From an optimization exercise on the open Yosys and OpenROAD flow, aimed at small area, a short achievable clock period and few clock cycles per item; shortcuts taken in it are not production practice.
No run shown here included a check of the RTL's function; only the layout flow was run.

### flow/run.sh
#!/bin/bash
# synth_recipe.tcl (not shown) runs the flow's synth.tcl, then flattens the netlist and writes it again
# the make line also repeats each setting of config.mk as NAME=value (left out here)
make -C /OpenROAD-flow-scripts/flow DESIGN_CONFIG=/design/flow/config.mk WORK_HOME=/design/flow/orfs CLKGATE_MAP_FILE= SYNTH_SCRIPT=/design/flow/synth_recipe.tcl finish
### flow/config.mk
export PLATFORM = sky130hd
export DESIGN_NAME = insertionSort
export DESIGN_NICKNAME = insertionSort
export VERILOG_FILES = /design/flow/design.v
export SDC_FILE = /design/flow/constraint.sdc
export NUM_CORES = 8
export LEC_CHECK = 0
export CAP_MARGIN = 20
export CORE_MARGIN = 2
export CORE_UTILIZATION = 60
export SETUP_SLACK_MARGIN = 5
export SLEW_MARGIN = 20
### flow/constraint.sdc
create_clock -name core_clock -period 10.0 [get_ports {i_clk}]
set_input_delay 2.0000 -clock core_clock [delete_from_list [all_inputs] [get_ports {i_clk}]]
set_output_delay 2.0000 -clock core_clock [all_outputs]
set_load 0.01 [all_outputs]
### flow/design.v
module compare_block #(
    parameter SIZE_DATA = 16
)(
    input  logic [SIZE_DATA-1:0] i_a,
    input  logic [SIZE_DATA-1:0] i_b,
    input  logic                 i_en,
    input  logic                 i_dn,
    output logic [SIZE_DATA-1:0] o_a,
    output logic [SIZE_DATA-1:0] o_b
);
    localparam int D = $clog2(SIZE_DATA);
    logic [SIZE_DATA-1:0] w_lt [D+1];
    logic [SIZE_DATA-1:0] w_gt [D+1];
    assign w_lt[0] = i_a & ~i_b;
    assign w_gt[0] = ~i_a & i_b;
    for (genvar d = 1; d <= D; d++) begin : g_lv
        for (genvar j = 0; j < (SIZE_DATA >> d); j++) begin : g_nd
            assign w_lt[d][j] = w_lt[d-1][2*j+1] | (~w_gt[d-1][2*j+1] & w_lt[d-1][2*j]);
            assign w_gt[d][j] = w_gt[d-1][2*j+1] | (~w_lt[d-1][2*j+1] & w_gt[d-1][2*j]);
        end
        if ((SIZE_DATA >> d) < SIZE_DATA) begin : g_pad
            assign w_lt[d][SIZE_DATA-1:(SIZE_DATA >> d)] = '0;
            assign w_gt[d][SIZE_DATA-1:(SIZE_DATA >> d)] = '0;
        end
    end
    logic w_swap;
    assign w_swap = i_en & (w_lt[D][0] ^ i_dn);
    assign o_a = w_swap ? i_b : i_a;
    assign o_b = w_swap ? i_a : i_b;
endmodule
module insertionSort #(
    parameter NUM_VALS = 32,
    parameter SIZE_DATA = 16
)(
    input  logic                          i_clk,
    input  logic                          i_rst_n,
    input  logic                          i_start,
    input  logic [NUM_VALS*SIZE_DATA-1:0] i_data,
    output logic                          o_done,
    output logic [NUM_VALS*SIZE_DATA-1:0] o_data
);
    localparam int N = 32;
    localparam int W = 16;
    localparam int L = 2;
    localparam int STEPS = 11;
    logic             r_busy;
    logic [3:0]      r_cnt;
    logic [N*W-1:0]     r_key;           
    logic [(L+1)*N*W-1:0] w_lv;          
    logic [L*N/2-1:0]   w_en;            
    logic [L*N/2-1:0]   w_dn;            
    always_comb begin
        w_en = '0;
        w_dn = '0;
        case (r_cnt)
            4'd0: begin w_en[0 +: 16] = 16'h0000; w_dn[0 +: 16] = 16'h0000; w_en[16 +: 16] = 16'hffff; w_dn[16 +: 16] = 16'haaaa; end
            4'd1: begin w_en[0 +: 16] = 16'h0000; w_dn[0 +: 16] = 16'h0000; w_en[16 +: 16] = 16'h0000; w_dn[16 +: 16] = 16'h0000; end
            4'd2: begin w_en[0 +: 16] = 16'h0000; w_dn[0 +: 16] = 16'h0000; w_en[16 +: 16] = 16'hffff; w_dn[16 +: 16] = 16'haaaa; end
            4'd3: begin w_en[0 +: 16] = 16'hffff; w_dn[0 +: 16] = 16'hcccc; w_en[16 +: 16] = 16'h0000; w_dn[16 +: 16] = 16'h0000; end
            4'd4: begin w_en[0 +: 16] = 16'h0000; w_dn[0 +: 16] = 16'h0000; w_en[16 +: 16] = 16'hffff; w_dn[16 +: 16] = 16'haaaa; end
            4'd5: begin w_en[0 +: 16] = 16'hffff; w_dn[0 +: 16] = 16'hcccc; w_en[16 +: 16] = 16'hffff; w_dn[16 +: 16] = 16'hf0f0; end
            4'd6: begin w_en[0 +: 16] = 16'h0000; w_dn[0 +: 16] = 16'h0000; w_en[16 +: 16] = 16'hffff; w_dn[16 +: 16] = 16'haaaa; end
            4'd7: begin w_en[0 +: 16] = 16'hffff; w_dn[0 +: 16] = 16'hcccc; w_en[16 +: 16] = 16'hffff; w_dn[16 +: 16] = 16'hf0f0; end
            4'd8: begin w_en[0 +: 16] = 16'hffff; w_dn[0 +: 16] = 16'hff00; w_en[16 +: 16] = 16'hffff; w_dn[16 +: 16] = 16'h0000; end
            4'd9: begin w_en[0 +: 16] = 16'hffff; w_dn[0 +: 16] = 16'h0000; w_en[16 +: 16] = 16'hffff; w_dn[16 +: 16] = 16'h0000; end
            4'd10: begin w_en[0 +: 16] = 16'hffff; w_dn[0 +: 16] = 16'h0000; w_en[16 +: 16] = 16'hffff; w_dn[16 +: 16] = 16'h0000; end
            default: ;
        endcase
    end
    assign w_lv[0 +: N*W] = r_key;
    for (genvar l = 0; l < L; l++) begin : g_lv
        for (genvar k = 0; k < N/2; k++) begin : g_ce
            localparam int PA = (2*k) >> 1;
            localparam int PB = ((2*k+1) >> 1) | (N/2);
            compare_block #(.SIZE_DATA(W)) u_ce (
                .i_a   (w_lv[(l*N + PA)*W +: W]),
                .i_b   (w_lv[(l*N + PB)*W +: W]),
                .i_en  (w_en[l*N/2 + k]),
                .i_dn  (w_dn[l*N/2 + k]),
                .o_a   (w_lv[((l+1)*N + 2*k)*W +: W]),
                .o_b   (w_lv[((l+1)*N + 2*k+1)*W +: W])
            );
        end
    end
    always_ff @(posedge i_clk or negedge i_rst_n) begin
        if (!i_rst_n) begin
            r_busy <= 1'b0;
            r_cnt  <= '0;
            o_done <= 1'b0;
        end else begin
            o_done <= r_busy && (r_cnt == STEPS-1);
            if (!r_busy) begin
                r_busy <= i_start;
                r_cnt  <= '0;
            end else begin
                r_cnt <= r_cnt + 1'b1;
                if (r_cnt == STEPS-1)
                    r_busy <= 1'b0;
            end
        end
    end
    always_ff @(posedge i_clk) begin
        r_key[0*W +: W] <= r_busy ? w_lv[(L*N + 0)*W +: W] : i_data[0*W +: W];
        r_key[8*W +: W] <= r_busy ? w_lv[(L*N + 8)*W +: W] : i_data[1*W +: W];
        r_key[16*W +: W] <= r_busy ? w_lv[(L*N + 16)*W +: W] : i_data[2*W +: W];
        r_key[24*W +: W] <= r_busy ? w_lv[(L*N + 24)*W +: W] : i_data[3*W +: W];
        r_key[1*W +: W] <= r_busy ? w_lv[(L*N + 1)*W +: W] : i_data[4*W +: W];
        r_key[9*W +: W] <= r_busy ? w_lv[(L*N + 9)*W +: W] : i_data[5*W +: W];
        r_key[17*W +: W] <= r_busy ? w_lv[(L*N + 17)*W +: W] : i_data[6*W +: W];
        r_key[25*W +: W] <= r_busy ? w_lv[(L*N + 25)*W +: W] : i_data[7*W +: W];
        r_key[2*W +: W] <= r_busy ? w_lv[(L*N + 2)*W +: W] : i_data[8*W +: W];
        r_key[10*W +: W] <= r_busy ? w_lv[(L*N + 10)*W +: W] : i_data[9*W +: W];
        r_key[18*W +: W] <= r_busy ? w_lv[(L*N + 18)*W +: W] : i_data[10*W +: W];
        r_key[26*W +: W] <= r_busy ? w_lv[(L*N + 26)*W +: W] : i_data[11*W +: W];
        r_key[3*W +: W] <= r_busy ? w_lv[(L*N + 3)*W +: W] : i_data[12*W +: W];
        r_key[11*W +: W] <= r_busy ? w_lv[(L*N + 11)*W +: W] : i_data[13*W +: W];
        r_key[19*W +: W] <= r_busy ? w_lv[(L*N + 19)*W +: W] : i_data[14*W +: W];
        r_key[27*W +: W] <= r_busy ? w_lv[(L*N + 27)*W +: W] : i_data[15*W +: W];
        r_key[4*W +: W] <= r_busy ? w_lv[(L*N + 4)*W +: W] : i_data[16*W +: W];
        r_key[12*W +: W] <= r_busy ? w_lv[(L*N + 12)*W +: W] : i_data[17*W +: W];
        r_key[20*W +: W] <= r_busy ? w_lv[(L*N + 20)*W +: W] : i_data[18*W +: W];
        r_key[28*W +: W] <= r_busy ? w_lv[(L*N + 28)*W +: W] : i_data[19*W +: W];
        r_key[5*W +: W] <= r_busy ? w_lv[(L*N + 5)*W +: W] : i_data[20*W +: W];
        r_key[13*W +: W] <= r_busy ? w_lv[(L*N + 13)*W +: W] : i_data[21*W +: W];
        r_key[21*W +: W] <= r_busy ? w_lv[(L*N + 21)*W +: W] : i_data[22*W +: W];
        r_key[29*W +: W] <= r_busy ? w_lv[(L*N + 29)*W +: W] : i_data[23*W +: W];
        r_key[6*W +: W] <= r_busy ? w_lv[(L*N + 6)*W +: W] : i_data[24*W +: W];
        r_key[14*W +: W] <= r_busy ? w_lv[(L*N + 14)*W +: W] : i_data[25*W +: W];
        r_key[22*W +: W] <= r_busy ? w_lv[(L*N + 22)*W +: W] : i_data[26*W +: W];
        r_key[30*W +: W] <= r_busy ? w_lv[(L*N + 30)*W +: W] : i_data[27*W +: W];
        r_key[7*W +: W] <= r_busy ? w_lv[(L*N + 7)*W +: W] : i_data[28*W +: W];
        r_key[15*W +: W] <= r_busy ? w_lv[(L*N + 15)*W +: W] : i_data[29*W +: W];
        r_key[23*W +: W] <= r_busy ? w_lv[(L*N + 23)*W +: W] : i_data[30*W +: W];
        r_key[31*W +: W] <= r_busy ? w_lv[(L*N + 31)*W +: W] : i_data[31*W +: W];
    end
    assign o_data[0*W +: W] = r_key[0*W +: W];
    assign o_data[1*W +: W] = r_key[1*W +: W];
    assign o_data[2*W +: W] = r_key[2*W +: W];
    assign o_data[3*W +: W] = r_key[3*W +: W];
    assign o_data[4*W +: W] = r_key[4*W +: W];
    assign o_data[5*W +: W] = r_key[5*W +: W];
    assign o_data[6*W +: W] = r_key[6*W +: W];
    assign o_data[7*W +: W] = r_key[7*W +: W];
    assign o_data[8*W +: W] = r_key[8*W +: W];
    assign o_data[9*W +: W] = r_key[9*W +: W];
    assign o_data[10*W +: W] = r_key[10*W +: W];
    assign o_data[11*W +: W] = r_key[11*W +: W];
    assign o_data[12*W +: W] = r_key[12*W +: W];
    assign o_data[13*W +: W] = r_key[13*W +: W];
    assign o_data[14*W +: W] = r_key[14*W +: W];
    assign o_data[15*W +: W] = r_key[15*W +: W];
    assign o_data[16*W +: W] = r_key[16*W +: W];
    assign o_data[17*W +: W] = r_key[17*W +: W];
    assign o_data[18*W +: W] = r_key[18*W +: W];
    assign o_data[19*W +: W] = r_key[19*W +: W];
    assign o_data[20*W +: W] = r_key[20*W +: W];
    assign o_data[21*W +: W] = r_key[21*W +: W];
    assign o_data[22*W +: W] = r_key[22*W +: W];
    assign o_data[23*W +: W] = r_key[23*W +: W];
    assign o_data[24*W +: W] = r_key[24*W +: W];
    assign o_data[25*W +: W] = r_key[25*W +: W];
    assign o_data[26*W +: W] = r_key[26*W +: W];
    assign o_data[27*W +: W] = r_key[27*W +: W];
    assign o_data[28*W +: W] = r_key[28*W +: W];
    assign o_data[29*W +: W] = r_key[29*W +: W];
    assign o_data[30*W +: W] = r_key[30*W +: W];
    assign o_data[31*W +: W] = r_key[31*W +: W];
endmodule
==> results of run 1 <==
[kinds of logic after synthesis]
| group | count (synthesis) | synth area share (%) |
|---|---|---|
| DFF | 518 | 25.7 |
| buffers and inverters | 581 | 6.05 |
| xor gates and xnor gates | 1 | 0.0216 |
| and+or+nand+nor | 1402 | 16.1 |
| adders and majority gates | 217 | 5.42 |
| muxes | 824 | 21.5 |
| AOI/OAI and AO/OA | 1495 | 25.2 |
[synth_stat cells (13+ instances only)]
cell / count / area (um2)
a2111oi_0: 13 / 114
a211o_1: 36 / 315
a211oi_1: 75 / 563
a21boi_0: 16 / 120
a21o_1: 95 / 713
a21oi_1: 366 / 1830
a221o_1: 59 / 591
a221oi_1: 32 / 280
a22o_1: 18 / 158
a22oi_1: 40 / 300
a31oi_1: 45 / 282
and2_1: 36 / 225
and3_1: 13 / 81.3
buf_1: 14 / 52.6
buf_2: 57 / 285
buf_4: 16 / 120
clkbuf_1: 203 / 762
dfxtp_1: 512 / 10200
inv_1: 273 / 1020
maj3_1: 202 / 2020
mux2_2: 331 / 3730
mux2i_1: 487 / 4870
nand2_1: 466 / 1750
nand2b_1: 113 / 707
nand3_1: 154 / 771
nand3b_1: 14 / 105
nor2_1: 341 / 1280
nor2b_1: 113 / 707
nor3_1: 91 / 455
o211ai_1: 31 / 233
o21a_1: 25 / 188
o21ai_0: 236 / 1180
o221ai_1: 90 / 788
o22ai_1: 93 / 582
o2bb2ai_1: 17 / 149
o311ai_0: 63 / 552
o31ai_1: 24 / 180
or2_2: 14 / 87.6
==> run notes, run 1 <==
outcome stopped before the end; Fail Step 3_2_place_iop; stop err [ERROR PPL-0024] Number of IO pins (1028) exceeds maximum number of available positions (950). Increase the die perimeter from 1055.62um to 1398.08um.; synth warn 4; Async SR Flop Fraction 1.16%; Synth Flop Type dfxtp_1; mean area per synthesized cell 8.04 um2; Horiz. Die Dim 264 um; Synth Instances 5,038; Post-Syn Area 40,500 um2; Synth Register Bits 518; sequential area share after synthesis 25.7%; Initial Util 60.5%; Site Rows 95; die boundary height 264 um; Synth cell types 95; syn nets 5,558; EDFF count, synth 0
==> inputs of run 2 (changes only) <==
--- a/flow/config.mk
+++ b/flow/config.mk
@@ -7,6 +7,6 @@
 export LEC_CHECK = 0
 export CAP_MARGIN = 20
 export CORE_MARGIN = 2
-export CORE_UTILIZATION = 60
+export CORE_UTILIZATION = 40
 export SETUP_SLACK_MARGIN = 5
 export SLEW_MARGIN = 20
==> run 2 against run 1 <==
Net effect: now clean on timing, DRC and antenna; synthesized cell count stayed put; synthesized area stayed put.
==> run notes, run 2 <==
vias in the first global route 46,400; post-placement cell count 7,171; DR iter-0 viols 7,517; Crit Path Class register to register; Post-Syn Area 40,500 um2 (unchanged); Fin Setup TNS 0 ns; total wire length 275,000 um; grt met3 use 15.3%; insertion delay to the later sink of the worst-skew pair 0.66 ns; Async SR Flop Fraction 1.16% (unchanged); initial antenna violation count 67; Initial Util 40.4% (was 60.5%); CTS tree done; most common cell in the netlist dfxtp_1 (unchanged); layout cell share with drive strength beyond 1 24.3%; DRC errors left 0; Worst Setup End Kind register; post-synthesis simple-gate area fraction 16.1% (unchanged); commonest non-fill, non-tap cell in the layout clkdlybuf4s50_1; DRT antenna net count 0; Post-CTS Hold Buffers 0; vias per cell 6.66; All-Layer GR Usage 49.2%; post-route cell area 62,600 um2; Avg WL per Cell 35.8 um; outcome no timing/DRC/antenna violations (was stopped before the end); largest net degree at the start of global routing 197; post-synth top area cell dfxtp_1 (unchanged); min Tclk post-route 5.34 ns; Clock H-tree levels 3; gr ovfl total 0; first-pass GRT wire length 361,000 um; mean area per synthesized cell 8.04 um2 (unchanged); Reg with most FFs r_key; RSZ-0062 raised after global routing yes; WP data required 10.59 ns; worst-margin pin slew 1.20 ns; via count 51,100; max-capacitance violation count 0; area of the core 100,000 um2; Filler cells 8,724; Layout Cells excl Fill 7,664; top cell type's share of synthesized area 25.3% (unchanged); Relative slew margins 19.9%; Placer Congestion 1.07; post-DP HPWL 207,000 um; Largest regs r_key (512), r_cnt (4); syn nets 5,558 (unchanged); PortBufs 1,027; list of most frequent post-synthesis cells dfxtp_1, mux2i_1, nand2_1 (unchanged); highest-count cells in the layout ignoring fill and taps clkdlybuf4s50_1, nand2_1, dfxtp_1, nor2_1, mux2i_1; Synth Register Bits 518 (unchanged); synth warn 4 (unchanged); Synth cell types 95 (unchanged); Synth Instances 5,038 (unchanged); smallest hold slack 0.554 ns; met2 Use GR 73.8%; Synth Flop Type dfxtp_1 (unchanged); CTS Sinks 518; endpoints failing setup 0; sequential area share after synthesis 25.7% (unchanged); Root Driver clkbuf_16; die area 104,000 um2; EDFF count, synth 0 (unchanged); Worst Slack Setup Final 4.66 ns; Synth Area in Compound Gates 25.2% (unchanged); largest family of logic cells by synthesized area compound AO/OA/AOI/OAI gates (unchanged); Hold Fails Final Rpt 0; Post-Synth XOR/XNOR Area 0.0216% (unchanged); die boundary height 322 um (was 264 um); Critical Path AT 5.92 ns; first drt pass iteration count 9; clk slew on worst S/H paths 0.06 ns; Area Overhead vs Synth 54.4%; Site Rows 116 (was 95); Horiz. Die Dim 322 um (was 264 um); layer with the highest usage met2; total CTS buffers 68; top cells by area, synth dfxtp_1, mux2i_1, mux2_2 (unchanged); Synth Area in Adders 5.42% (unchanged); dpl ws 2.93 ns; multiplexer share of the synthesized area 21.5% (unchanged); Final period util 53.4%; final core occ 62.4%; CP Max Fanout 6; I/O Pins 1,028; max reg flops 512; Post-DP Area 51,800 um2; met1 GRT Util 58.0%; Worst Hold Class register to register; Fin Clk Skew 0.0282 ns; Max Slew Vio Count 0; nets 6,740; f_max 187 MHz; Worst Setup Start Kind register; clock buffer depth 3
-- run 2: final cells by class --
class / count / area, um2 / area share (%)
Antenna cell: 38 / 95.1 / 0.152
Clock buffer: 89 / 1940 / 3.11
Clock inverter: 30 / 334 / 0.534
Inverter: 275 / 1040 / 1.67
Multi-Input combinational cell: 3968 / 32100 / 51.3
Sequential cell: 518 / 10600 / 17.0
Tap cell: 1357 / 1700 / 2.71
Timing Repair Buffer: 1389 / 14700 / 23.5
-- run 2: worst paths after layout --
check,start,endpoint,slack [ns],cells past startpoint
worst max register to register,r_key[229],r_key[403],4.66,20
max in group asynchronous,i_rst_n,r_busy,8.16,1
worst min register to register,r_cnt[2],o_done,0.55,1
worst max-delay path,r_key[229],r_key[403],4.66,20
worst min-delay path,r_cnt[2],o_done,0.55,1
min in group asynchronous,i_rst_n,o_done,1.60,1
-- run 2: timing repair --
action,CTS,global route
gates resized for setup,606,531
setup endpoints to repair,502,490
cloned,48,30
setup buffers,123,135
pin swaps,51,124
-- run 2: metal layers --
layer / share of wire [%] / vias up
li1: - / 21200
met1: 35 / 24500
met2: 42 / 4102
met3: 13 / 1197
met4: 10 / 38
met5: 0.11 / -
-- run 2: kinds of logic (layout without fill, tap and decap cells) --
| family | count (synthesis) | in the layout |
|---|---|---|
| AO/OA/AOI/OAI | 1495 | 1509 |
| XOR/XNOR | 1 | 1 |
| adder cells (fa/ha/maj) | 217 | 217 |
| buffers and inverters | 581 | 1783 |
| flip-flops | 518 | 518 |
| multiplexers | 824 | 829 |
| other | 0 | 38 |
| AND/OR/NAND/NOR | 1402 | 1412 |
-- run 2: critical path, stage by stage (launching register included) --
cell      delay [ns]
dfxtp_1         0.57
inv_1           0.14
maj3_1          0.37
maj3_1          0.37
a21oi_2         0.20
or4_4           0.19
nand3_4         0.11
buf_4           0.18
and2_4          0.18
buf_4           0.16
buf_4           0.15
o21ai_2         0.38
a21oi_1         0.12
o311ai_1        0.48
a211oi_4        0.07
o31ai_4         0.24
mux2i_4         0.43
buf_6           0.17
buf_12          0.15
mux2i_4         0.37
mux2_4          0.21

## afterwards: timing with drivers on the ports
No port has a modelled driver above. Below, the same layout with a new extraction and two added sets of constraints. Step 1 sets driving cells, clkbuf_16 on the clock port and buf_2 on the other inputs (assumed; they add their load-dependent delay and slew). Step 2, shift: input delay + t, output delay - t, t = (earliest + latest rising clock arrival at the registers) / 2. This alone moves slack from input paths to output paths. Slacks: ideal ports / drivers / drivers and shift; pairs: ideal ports / drivers.
run: run 2
t (ns): 0.729
setup WS [ns]: 4.662 / 4.662 / 4.662
latest minus earliest clock arrival (ns): 0.028 / 0.028
worst register clock-pin slew, ns: 0.07 / 0.07
After both steps run 2 still meets setup and hold. For run 2, drivers alone change the setup slack by 0.000 ns; drivers and shift together by 0.000 ns.
